From an optimization exercise on the open Yosys and OpenROAD flow, aimed at small area and a short achievable clock period; shortcuts taken in it are not production practice. Only simulation tests tie the RTL to the original design; equivalence was not proved. No activity file was given, so power comes from the tool's default toggle rates.

== v6 ==
// mac
module mac #(
    parameter DATA_WIDTH = 16,
              OUT_WIDTH = 32
)(
    input clk,
    input rst,
    input clr,
    input [DATA_WIDTH - 1: 0] a,
    input [DATA_WIDTH - 1: 0] b,
    output reg [OUT_WIDTH-1: 0] out
);
    wire ready;
    wire [OUT_WIDTH-1:0] sum;
    p #(.DATA_WIDTH(DATA_WIDTH), .OUT_WIDTH(OUT_WIDTH)) product (
        .a(a), .b(b), .acc(out), .sum(sum), .done(ready), .clk(clk), .rst(rst)
    );
    always @(posedge clk) begin
        if (clr)
            out <= 0;
        else if (ready && !rst)
            out <= sum;
    end
endmodule
clock: 12.0 ns
lec_check: 0
abc_area: 1
cap_margin: 20
core_margin: 2
core_utilization: 40
slew_margin: 20
standard.sh (not shown) runs the stock make flow with config.mk's settings and CLKGATE_MAP_FILE= SYNTH_SCRIPT=/design/flow/synth_recipe.tcl, a recipe that flattens the netlist after the stock synthesis.
==> flow/flow/run.sh <==
#!/bin/bash
# Standard ORFS layout (the standard.sh), with port buffers of a plain buffer
# cell and setup repair aiming further below the clock period. Make's full output
# goes to flow_make.log; ORFS keeps each tool's log under orfs/logs.
set -euo pipefail
bash standard.sh \
  "BUFFER_PORTS_ARGS=-buffer_cell sky130_fd_sc_hd__buf_1" \
  SETUP_SLACK_MARGIN=8.5 "CTS_ARGS=-sink_clustering_enable -repair_clock_nets -dont_use_dummy_load -sink_clustering_size 40 -buf_list {sky130_fd_sc_hd__clkbuf_4 sky130_fd_sc_hd__clkbuf_8}" \
  finish > flow_make.log 2>&1
Per the final summary, v6 finished and its layout is clean on timing, DRC and antenna.
Inputs modified between v6 and v7:
--- a/flow/flow/run.sh
+++ b/flow/flow/run.sh
@@ -7,3 +7,3 @@
   "BUFFER_PORTS_ARGS=-buffer_cell sky130_fd_sc_hd__buf_1" \
-  SETUP_SLACK_MARGIN=8.5 "CTS_ARGS=-sink_clustering_enable -repair_clock_nets -dont_use_dummy_load -sink_clustering_size 40 -buf_list {sky130_fd_sc_hd__clkbuf_4 sky130_fd_sc_hd__clkbuf_8}" \
+  SETUP_SLACK_MARGIN=8.6 "CTS_ARGS=-sink_clustering_enable -repair_clock_nets -dont_use_dummy_load -sink_clustering_size 40 -buf_list {sky130_fd_sc_hd__clkbuf_4 sky130_fd_sc_hd__clkbuf_8}" \
   finish > flow_make.log 2>&1
Notes after the runs:
For v7 and v6, there was not a single run that failed to finish clean. | via count | lower: v6 |. Going from v6 to v7, the area taken by multi-input logic gates was found to have gone up by about 3%. Between v6 and v7, the die area does not differ in any meaningful way. Compared v7 vs v6, and sequential share of layout area is down in v7. On worst hold slack, v6 tracks v7 almost exactly.

* * *

The RTL this note starts from:
==> flow/design.v <==
module p #(parameter DATA_WIDTH = 16, OUT_WIDTH = 32)
(
    input [DATA_WIDTH-1:0] a,
    input [DATA_WIDTH-1:0] b,
    output [OUT_WIDTH-1:0] c,
    output reg done,
    input clk,
    input rst
);
    localparam K = DATA_WIDTH;
    reg [K-1:0] hi;      
    reg [K-1:0] lo;      
    reg [K:0] pp;        
    reg pneg;            
    reg [2:0] cnt;
    assign c = {hi, lo};
    wire [2:0] bits = rst ? {b[1:0], 1'b0} : lo[3:1];
    wire one = bits[0] ^ bits[1];
    wire two = (bits[2] & ~bits[1] & ~bits[0]) | (~bits[2] & bits[1] & bits[0]);
    wire neg = bits[2];
    wire [K:0] m = one ? {a[K-1], a} : two ? {a, 1'b0} : {(K+1){1'b0}};
    wire [K+1:0] sum;
    pfx_add #(.W(K+2)) stepadd (.x({{2{hi[K-1]}}, hi}), .y({pp[K], pp}), .ci(pneg), .s(sum));
    always @(posedge clk) begin
        pp <= m ^ {(K+1){neg}};
        pneg <= neg;
        if (rst) begin
            hi <= 0;
            lo <= b;
            cnt <= 3'd0;
            done <= 1'b0;
        end else if (!done) begin
            hi <= sum[K+1:2];
            lo <= {sum[1:0], lo[K-1:2]};
            cnt <= cnt + 3'd1;
            done <= (cnt == 3'd7);
        end
    end
endmodule
`timescale 1ns / 1ps
module mac #(
    parameter DATA_WIDTH = 16,
              OUT_WIDTH = 32
)(
    input clk,
    input rst,
    input clr,
    input [DATA_WIDTH - 1: 0] a,
    input [DATA_WIDTH - 1: 0] b,
    output reg [OUT_WIDTH-1: 0] out
);
    wire ready;
    wire [OUT_WIDTH-1:0] pro;
    wire [OUT_WIDTH-1:0] acc;
    p #(.DATA_WIDTH(DATA_WIDTH), .OUT_WIDTH(OUT_WIDTH)) product (
        .a(a), .b(b), .c(pro), .done(ready), .clk(clk), .rst(rst)
    );
    pfx_add #(.W(OUT_WIDTH)) accadd (.x(out), .y(pro), .ci(1'b0), .s(acc));
    always @(posedge clk) begin
        if (clr)
            out <= 0;
        else if (ready && !rst)
            out <= acc;
    end
endmodule
module pfx_add #(parameter W = 32, KIND = 1) (
    input [W-1:0] x,
    input [W-1:0] y,
    input ci,
    output [W-1:0] s
);
    localparam L = (W <= 2) ? 1 : (W <= 4) ? 2 : (W <= 8) ? 3 : (W <= 16) ? 4 : (W <= 32) ? 5 : 6;
    wire [W-1:0] p0 = x ^ y;
    wire [W-1:0] g0 = {x[W-1:1] & y[W-1:1], (x[0] & y[0]) | (p0[0] & ci)};
    reg [W-1:0] g, pg;
    integer l, i, j;
    always @* begin
        g = g0;
        pg = p0;
        if (KIND == 0) begin
            for (l = 0; l < L; l = l + 1)
                for (i = 0; i < W; i = i + 1)
                    if ((i >> l) & 1) begin
                        j = ((i >> l) << l) - 1;
                        g[i] = g[i] | (pg[i] & g[j]);
                        pg[i] = pg[i] & pg[j];
                    end
        end else begin
            for (l = 0; l < L; l = l + 1)
                for (i = 0; i < W; i = i + 1)
                    if (((i + 1) % (2 << l)) == 0) begin
                        g[i] = g[i] | (pg[i] & g[i - (1 << l)]);
                        pg[i] = pg[i] & pg[i - (1 << l)];
                    end
            for (l = L - 2; l >= 0; l = l - 1)
                for (i = 0; i < W; i = i + 1)
                    if (((i + 1) % (2 << l)) == (1 << l) && i >= (2 << l)) begin
                        g[i] = g[i] | (pg[i] & g[i - (1 << l)]);
                        pg[i] = pg[i] & pg[i - (1 << l)];
                    end
        end
    end
    assign s = p0 ^ {g[W-2:0], ci};
endmodule
Settings: LEC_CHECK=0, ABC_AREA=1, CAP_MARGIN=20, CORE_MARGIN=2, CORE_UTILIZATION=40, CTS_BUF_LIST=sky130_fd_sc_hd__clkbuf_4 sky130_fd_sc_hd__clkbuf_8, CTS_CLUSTER_SIZE=40, SLEW_MARGIN=20; clock period 12.0 ns.
==> flow/flow/run.sh <==
#!/bin/bash
# Standard ORFS layout (the standard.sh), with port buffers of a plain buffer
# cell and setup repair aiming further below the clock period. Make's full output
# goes to flow_make.log; ORFS keeps each tool's log under orfs/logs.
set -euo pipefail
bash standard.sh \
  "BUFFER_PORTS_ARGS=-buffer_cell sky130_fd_sc_hd__buf_1" \
  SETUP_SLACK_MARGIN=8.0 \
  finish > flow_make.log 2>&1
Change:
--- a/flow/flow/run.sh
+++ b/flow/flow/run.sh
@@ -8 +8 @@
-  SETUP_SLACK_MARGIN=8.0 \
+  SETUP_SLACK_MARGIN=8.7 \
Settings changed: TNS_END_PERCENT set to 0.
=> The new run passed the timing, design-rule and antenna checks. Setup slack improves by 0.43 ns. Total power decreases slightly. Final cell count increases by a few percent.
Change:
--- a/flow/flow/run.sh
+++ b/flow/flow/run.sh
@@ -8 +8 @@
-  SETUP_SLACK_MARGIN=8.7 \
+  SETUP_SLACK_MARGIN=8.8 \
Settings changed: TNS_END_PERCENT 0 to not set.
After rerunning:
- The new run completed with no timing, DRC or antenna violations
- final area goes up by 13%
- synthesized cell count does not change
- routed wire length came out higher by about 2.3%
- worst setup slack improves by 0.095 ns
- combinational power increases by about 4%
- total power increases by 4.7%
- sequential share of layout area drops by 3.1 points
- die area does not change
Change:
--- a/flow/flow/run.sh
+++ b/flow/flow/run.sh
@@ -8 +8 @@
-  SETUP_SLACK_MARGIN=8.8 \
+  SETUP_SLACK_MARGIN=8.3 \
Wire length fell by 17%.
Utilization fell by 9.2 points.
Hold slack is about the same.
Setup slack gets worse by 0.27 ns.
Clock power rose by about 2%.
Final area fell by 17%.
Power fell by 3.7%.
Synthesized area does not change.
Global-route usage fell by 3.0 points.
Clock skew stays flat.
Sequential share of layout area rose by 4.8 points.

[port drivers added, routing unchanged]
The flow's constraints put no driver on any port. The routed layouts listed below were extracted and timed again, unchanged, in two steps. Step 1, drivers: a clkbuf_16 drives clk and a buf_2 each remaining input, both assumed. Step 2 adds t to the input delays and takes it off the output delays; t is the mean of the earliest and latest rising clock arrival at the registers after step 1. Input paths then give back, and output paths get back, about the clock's delay inside the block. Slacks: ideal ports / drivers / drivers and shift; pairs: ideal ports / drivers.
run	t, ns	setup WS [ns]	worst hold slack (ns)	worst data-port slew with drivers (ns)
v6	0.388	8.642 / 8.611 / 8.280	0.485 / 0.485 / 0.485	0.03
v7	0.389	8.635 / 8.601 / 8.304	0.486 / 0.486 / 0.486	0.03
the first run of note 2	0.393	8.209 / 8.225 / 7.832	0.478 / 0.478 / 0.478	0.04
the second run of note 2	0.389	8.636 / 8.630 / 8.241	0.484 / 0.484 / 0.484	0.05
the third run of note 2	0.392	8.731 / 8.723 / 8.331	0.477 / 0.477 / 0.477	0.05
the fourth run of note 2	0.393	8.459 / 8.465 / 8.072	0.478 / 0.478 / 0.478	0.04
After both steps setup and hold are still met in every run listed. The setup slack of the third run of note 2, which loses most, moves by -0.008 ns with the drivers and by -0.400 ns with both steps.
